This is an optimization exercise on Yosys and OpenROAD, whose aim is small area and a short achievable clock period, not a production implementation.
At most, simulation tests tie the RTL to the original design; equivalence was not proved.
Power figures rest on the tool's default switching activity, not on a simulated workload.

## main
## conv3x3_fp32
module conv3x3_fp32(
    input         clk,
    input         resetn,
    input         valid_in,
    input  [31:0] data,
    input  [31:0] w1, w2, w3, w4, w5, w6, w7, w8, w9,
    output        valid_out,
    output [31:0] data_out
);
clock: 8.0 ns
lec_check: 0
cap_margin: 30
core_margin: 2
core_utilization: 55
setup_slack_margin: 4.2
slew_margin: 20
standard.sh (not shown) runs the stock make flow with config.mk's settings and CLKGATE_MAP_FILE= SYNTH_SCRIPT=/design/flow/synth_recipe.tcl, a recipe that flattens the netlist after the stock synthesis.
==> flow/flow/run.sh <==
#!/bin/bash
set -euo pipefail
export BUFFER_PORTS_ARGS="-buffer_cell sky130_fd_sc_hd__buf_4"
bash standard.sh > standard_flow.log 2>&1
Having completed the whole flow, main delivered a layout that passed the timing, design-rule and antenna checks.
## Diff of input files: the feature branch against main
--- a/flow/design.v
+++ b/flow/design.v
@@ -1561,19 +1561,21 @@
   wire hs_s18 = hs_p0_18 ^ (hs_g5_17 | (hs_p5_17 & t2_lc));
   wire hs_s19 = hs_p0_19 ^ (hs_g5_18 | (hs_p5_18 & t2_lc));
   wire hs_s20 = hs_p0_20 ^ (hs_g5_19 | (hs_p5_19 & t2_lc));
   wire hs_s21 = hs_p0_21 ^ (hs_g5_20 | (hs_p5_20 & t2_lc));
   wire hs_s22 = hs_p0_22 ^ (hs_g5_21 | (hs_p5_21 & t2_lc));
   wire hs_s23 = hs_p0_23 ^ (hs_g5_22 | (hs_p5_22 & t2_lc));
   wire hs_s24 = hs_p0_24 ^ (hs_g5_23 | (hs_p5_23 & t2_lc));
   wire [24:0] hs = {hs_s24, hs_s23, hs_s22, hs_s21, hs_s20, hs_s19, hs_s18, hs_s17, hs_s16, hs_s15, hs_s14, hs_s13, hs_s12, hs_s11, hs_s10, hs_s9, hs_s8, hs_s7, hs_s6, hs_s5, hs_s4, hs_s3, hs_s2, hs_s1, hs_s0};
-  wire pz = (xe2 == 5'd0) | (we == 8'd0), ps = xs2 ^ ws;
-  wire [7:0] pe = {3'b0, xe2} + we - 8'd16;    
-  wire [31:0] pn = pz ? 32'd0 : hs[24] ? {ps, pe + 8'd1, hs[23:1]} : {ps, pe, hs[22:0]};
+  reg [24:0] hq; reg xs3; reg [4:0] xe3;
+  always @(posedge clk) begin hq <= hs; xs3 <= xs2; xe3 <= xe2; end
+  wire pz = (xe3 == 5'd0) | (we == 8'd0), ps = xs3 ^ ws;
+  wire [7:0] pe = {3'b0, xe3} + we - 8'd16;    
+  wire [31:0] pn = pz ? 32'd0 : hq[24] ? {ps, pe + 8'd1, hq[23:1]} : {ps, pe, hq[22:0]};
   always @(posedge clk) p <= pn;
 endmodule
 module fadd(input clk, input [31:0] a, input [31:0] b, output reg [31:0] y);
   wire [7:0] ea = a[30:23], eb = b[30:23];
   wire cmp_g0_0 = a[0] & ~b[0];
   wire cmp_p0_0 = a[0] ^ ~b[0];
   wire cmp_g0_1 = a[1] & ~b[1];
   wire cmp_p0_1 = a[1] ^ ~b[1];
@@ -1964,22 +1966,22 @@
   always @(posedge clk or negedge resetn) begin
     if (!resetn) begin col <= 4'd0; row <= 4'd0; end
     else if (valid_in) begin
       if (col == 4'd13) begin col <= 4'd0; row <= (row == 4'd13) ? 4'd0 : row + 4'd1; end
       else col <= col + 4'd1;
     end
   end
   wire win = valid_in & (row >= 4'd2) & (col >= 4'd2);
-  reg [19:0] vp;
+  reg [20:0] vp;
   always @(posedge clk or negedge resetn) begin
-    if (!resetn) vp <= 20'd0;
-    else vp <= {vp[18:0], win};
+    if (!resetn) vp <= 21'd0;
+    else vp <= {vp[19:0], win};
   end
-  assign valid_out = vp[19];
+  assign valid_out = vp[20];
   wire [4:0] de = (data[30:23] == 8'd0) ? 5'd0 : data[27:23] + 5'd17;
   wire [28:0] din = {data[31], de, data[22:0]};
   reg [28:0] lb [1:31];
   integer k;
   always @(posedge clk) if (valid_in) begin
     lb[1] <= din;
     for (k = 2; k <= 31; k = k + 1) lb[k] <= lb[k-1];
   end
Findings:
Diff main -> the feature branch: vias after detailed routing has decreased; share of total power in combinational logic now smaller; post-layout total power moved down; clock buffer instance count of the final layout rose by 19; post-synthesis register bit count went up by 280. In the tables for main and the feature branch, worst-margin pin slew reads higher with main. Comparing main and the feature branch, the lower share of total power in the clock network was measured on main. Share of synthesized registers carrying an async set or reset: the feature branch vs main, no meaningful difference.
No functional check of the RTL was part of any run of this note.


conv3x3_fp32, a different RTL version from the one above (not shown whole).
Size in the first run: ~28000 cells after synthesis, roughly 5800 flip-flops, ~360 I/O pins.
==> flow/design.v (excerpt) <==
module conv3x3_fp32(
    input         clk,
    input         resetn,
    input         valid_in,
    input  [31:0] data,
    input  [31:0] w1, w2, w3, w4, w5, w6, w7, w8, w9,
    output        valid_out,
    output [31:0] data_out
);
Settings: LEC_CHECK=0, CAP_MARGIN=30, CORE_MARGIN=2, CORE_UTILIZATION=55, SETUP_SLACK_MARGIN=4.2, SLEW_MARGIN=20; clock period 8.0 ns.
run.sh (not shown) runs the stock make flow with config.mk's settings and CLKGATE_MAP_FILE= SYNTH_SCRIPT=/design/flow/synth_recipe.tcl, a recipe that flattens the netlist after the stock synthesis.
Stock flow here: none of the scripts above is used.
The first run produced a clean layout.
Then changed:
--- a/flow/design.v
+++ b/flow/design.v
@@ -141,17 +141,18 @@
   reg t1_351;
   reg t1_352;
   reg t1_353;
   reg [22:0] t2_la;
   reg [22:0] t2_lb;
   reg [24:0] t2_ha;
   reg [24:0] t2_hb;
   reg [22:0] xh;
-  reg xs1, xs2; reg [4:0] xe1, xe2;
+  reg pz1, ps1, pz2, ps2; reg [7:0] pe1, pe2;
+  wire [7:0] esum = {3'b0, xe} + we - 8'd16;    
   wire one0 = wm[0] ^ 1'b0;
   wire two0 = (wm[1] & ~wm[0] & ~1'b0) | (~wm[1] & wm[0] & 1'b0);
   wire neg0 = wm[1] & ~(wm[0] & 1'b0);
   wire pp0_0 = neg0 ^ ((one0 & xm[0]));
   wire pp0_1 = neg0 ^ ((one0 & xm[1]) | (two0 & xm[0]));
   wire pp0_2 = neg0 ^ ((one0 & xm[2]) | (two0 & xm[1]));
   wire pp0_3 = neg0 ^ ((one0 & xm[3]) | (two0 & xm[2]));
   wire pp0_4 = neg0 ^ ((one0 & xm[4]) | (two0 & xm[3]));
@@ -1237,22 +1238,22 @@
     t1_347 <= c212;
     t1_348 <= pp6_24;
     t1_349 <= pp7_22;
     t1_350 <= ~neg6;
     t1_351 <= pp7_23;
     t1_352 <= pp7_24;
     t1_353 <= ~neg7;
     xh <= xm[22:0];
-    xs1 <= xs; xe1 <= xe;
+    pz1 <= (xe == 5'd0) | (we == 8'd0); ps1 <= xs ^ ws; pe1 <= esum;
     t2_la <= la;
     t2_lb <= lb_;
     t2_ha <= ha;
     t2_hb <= hb;
-    xs2 <= xs1; xe2 <= xe1;
+    pz2 <= pz1; ps2 <= ps1; pe2 <= pe1;
   end
   wire lc_g0_0 = t2_la[0] & t2_lb[0];
   wire lc_p0_0 = t2_la[0] ^ t2_lb[0];
   wire lc_g0_1 = t2_la[1] & t2_lb[1];
   wire lc_p0_1 = t2_la[1] ^ t2_lb[1];
   wire lc_g0_2 = t2_la[2] & t2_lb[2];
   wire lc_p0_2 = t2_la[2] ^ t2_lb[2];
   wire lc_g0_3 = t2_la[3] & t2_lb[3];
@@ -1571,21 +1572,19 @@
   wire hs_s18 = hs_p0_18 ^ (hs_g5_17 | (hs_p5_17 & t2_lc));
   wire hs_s19 = hs_p0_19 ^ (hs_g5_18 | (hs_p5_18 & t2_lc));
   wire hs_s20 = hs_p0_20 ^ (hs_g5_19 | (hs_p5_19 & t2_lc));
   wire hs_s21 = hs_p0_21 ^ (hs_g5_20 | (hs_p5_20 & t2_lc));
   wire hs_s22 = hs_p0_22 ^ (hs_g5_21 | (hs_p5_21 & t2_lc));
   wire hs_s23 = hs_p0_23 ^ (hs_g5_22 | (hs_p5_22 & t2_lc));
   wire hs_s24 = hs_p0_24 ^ (hs_g5_23 | (hs_p5_23 & t2_lc));
   wire [24:0] hs = {hs_s24, hs_s23, hs_s22, hs_s21, hs_s20, hs_s19, hs_s18, hs_s17, hs_s16, hs_s15, hs_s14, hs_s13, hs_s12, hs_s11, hs_s10, hs_s9, hs_s8, hs_s7, hs_s6, hs_s5, hs_s4, hs_s3, hs_s2, hs_s1, hs_s0};
-  reg [24:0] hq; reg xs3; reg [4:0] xe3;
-  always @(posedge clk) begin hq <= hs; xs3 <= xs2; xe3 <= xe2; end
-  wire pz = (xe3 == 5'd0) | (we == 8'd0), ps = xs3 ^ ws;
-  wire [7:0] pe = {3'b0, xe3} + we - 8'd16;    
-  wire [31:0] pn = pz ? 32'd0 : hq[24] ? {ps, pe + 8'd1, hq[23:1]} : {ps, pe, hq[22:0]};
+  reg [24:0] hq; reg pz3, ps3; reg [7:0] pe3;
+  always @(posedge clk) begin hq <= hs; pz3 <= pz2; ps3 <= ps2; pe3 <= pe2; end
+  wire [31:0] pn = pz3 ? 32'd0 : hq[24] ? {ps3, pe3 + 8'd1, hq[23:1]} : {ps3, pe3, hq[22:0]};
   always @(posedge clk) p <= pn;
 endmodule
 module fadd(input clk, input [31:0] a, input [31:0] b, output reg [31:0] y);
   wire [7:0] ea = a[30:23], eb = b[30:23];
   wire cmp_g0_0 = a[0] & ~b[0];
   wire cmp_p0_0 = a[0] ^ ~b[0];
   wire cmp_g0_1 = a[1] & ~b[1];
   wire cmp_p0_1 = a[1] ^ ~b[1];
The new run finished with timing, DRC and antenna clean.
Final cell count is higher slightly.
Cell area grows slightly.
Utilization is about the same.
Power hardly moves.
Worst setup slack is better by 0.026 ns.
The RTL of the first run of this note was laid out without a check of its function.


conv3x3_fp32, a different RTL version from the one above (not shown whole).
Size in the first run: roughly 28000 cells after synthesis, roughly 5200 flip-flops, ~360 I/O pins.
clock: 8.0 ns
lec_check: 0
cap_margin: 30
core_margin: 2
core_utilization: 55
setup_slack_margin: 4.2
slew_margin: 20
standard.sh (not shown) runs the stock make flow with config.mk's settings and CLKGATE_MAP_FILE= SYNTH_SCRIPT=/design/flow/synth_recipe.tcl, a recipe that flattens the netlist after the stock synthesis.
Scripts as last shown in full above: flow/flow/run.sh
Next try:
--- a/flow/design.v
+++ b/flow/design.v
@@ -1561,19 +1561,21 @@
   wire hs_s18 = hs_p0_18 ^ (hs_g5_17 | (hs_p5_17 & t2_lc));
   wire hs_s19 = hs_p0_19 ^ (hs_g5_18 | (hs_p5_18 & t2_lc));
   wire hs_s20 = hs_p0_20 ^ (hs_g5_19 | (hs_p5_19 & t2_lc));
   wire hs_s21 = hs_p0_21 ^ (hs_g5_20 | (hs_p5_20 & t2_lc));
   wire hs_s22 = hs_p0_22 ^ (hs_g5_21 | (hs_p5_21 & t2_lc));
   wire hs_s23 = hs_p0_23 ^ (hs_g5_22 | (hs_p5_22 & t2_lc));
   wire hs_s24 = hs_p0_24 ^ (hs_g5_23 | (hs_p5_23 & t2_lc));
   wire [24:0] hs = {hs_s24, hs_s23, hs_s22, hs_s21, hs_s20, hs_s19, hs_s18, hs_s17, hs_s16, hs_s15, hs_s14, hs_s13, hs_s12, hs_s11, hs_s10, hs_s9, hs_s8, hs_s7, hs_s6, hs_s5, hs_s4, hs_s3, hs_s2, hs_s1, hs_s0};
-  wire pz = (xe2 == 5'd0) | (we == 8'd0), ps = xs2 ^ ws;
-  wire [7:0] pe = {3'b0, xe2} + we - 8'd16;    
-  wire [31:0] pn = pz ? 32'd0 : hs[24] ? {ps, pe + 8'd1, hs[23:1]} : {ps, pe, hs[22:0]};
+  reg [24:0] hq; reg xs3; reg [4:0] xe3;
+  always @(posedge clk) begin hq <= hs; xs3 <= xs2; xe3 <= xe2; end
+  wire pz = (xe3 == 5'd0) | (we == 8'd0), ps = xs3 ^ ws;
+  wire [7:0] pe = {3'b0, xe3} + we - 8'd16;    
+  wire [31:0] pn = pz ? 32'd0 : hq[24] ? {ps, pe + 8'd1, hq[23:1]} : {ps, pe, hq[22:0]};
   always @(posedge clk) p <= pn;
 endmodule
 module fadd(input clk, input [31:0] a, input [31:0] b, output reg [31:0] y);
   wire [7:0] ea = a[30:23], eb = b[30:23];
   wire cmp_g0_0 = a[0] & ~b[0];
   wire cmp_p0_0 = a[0] ^ ~b[0];
   wire cmp_g0_1 = a[1] & ~b[1];
   wire cmp_p0_1 = a[1] ^ ~b[1];
@@ -1964,22 +1966,22 @@
   always @(posedge clk or negedge resetn) begin
     if (!resetn) begin col <= 4'd0; row <= 4'd0; end
     else if (valid_in) begin
       if (col == 4'd13) begin col <= 4'd0; row <= (row == 4'd13) ? 4'd0 : row + 4'd1; end
       else col <= col + 4'd1;
     end
   end
   wire win = valid_in & (row >= 4'd2) & (col >= 4'd2);
-  reg [19:0] vp;
+  reg [20:0] vp;
   always @(posedge clk or negedge resetn) begin
-    if (!resetn) vp <= 20'd0;
-    else vp <= {vp[18:0], win};
+    if (!resetn) vp <= 21'd0;
+    else vp <= {vp[19:0], win};
   end
-  assign valid_out = vp[19];
+  assign valid_out = vp[20];
   wire [4:0] de = (data[30:23] == 8'd0) ? 5'd0 : data[27:23] + 5'd17;
   wire [28:0] din = {data[31], de, data[22:0]};
   reg [28:0] lb [1:31];
   integer k;
   always @(posedge clk) if (valid_in) begin
     lb[1] <= din;
     for (k = 2; k <= 31; k = k + 1) lb[k] <= lb[k-1];
   end
What happened:
- die area goes up by 1.0%
- wire length is higher by 0.43%
- setup slack is worse by 33 ps
- global-route usage decreases by 0.14 points
- critical path depth falls by 3
- final area increases by 1.1%
- synthesized area rose by 1.0%
- clock power rose by about 6%
- first-iteration DRC count climbs by about 0.45%
- sequential share of layout area came out higher by 1.3 points
- total power decreases by about 1.2%
- cell count falls by 0.98%
- count of clock-buffer cells in the layout goes up by 40
Function not checked in the first run of this note: the RTL went through the layout flow alone.

==> separate check: timing with driven ports <==
How much do the figures lean on ideal ports? The routed layouts below were timed once more, with nothing changed but the port constraints. Step 1: set_driving_cell puts a clkbuf_16 on clk and a buf_2 on each other input, an assumption about the parent block. Step 2 moves the port delays by t, midway between the first and last clock arrival at a register: inputs arrive t later, outputs are due t later. That takes back most of the time a late clock gives input paths. Slacks: ideal / step 1 / step 2; pairs: ideal / step 1.
run | t, ns | setup slack, ns | worst setup path at the end | latest minus earliest clock arrival (ns) | worst slew at a driven data input, ns
main | 1.176 | 4.290 / 4.290 / 3.388 | input to register | 0.058 / 0.058 | 0.32
the feature branch | 1.206 | 4.292 / 4.292 / 3.481 | input to register | 0.059 / 0.060 | 0.26
the first run of note 2 | 1.212 | 4.197 / 4.140 / 2.929 | input to register | 0.086 / 0.085 | 0.34
the second run of note 2 | 1.215 | 4.223 / 4.170 / 2.955 | input to register | 0.080 / 0.080 | 0.32
the first run of note 3 | 1.209 | 4.213 / 4.189 / 2.980 | input to register | 0.095 / 0.095 | 0.36
the second run of note 3 | 1.208 | 4.180 / 4.138 / 2.929 | input to register | 0.063 / 0.063 | 0.33
After both steps every run listed still meets setup and hold.
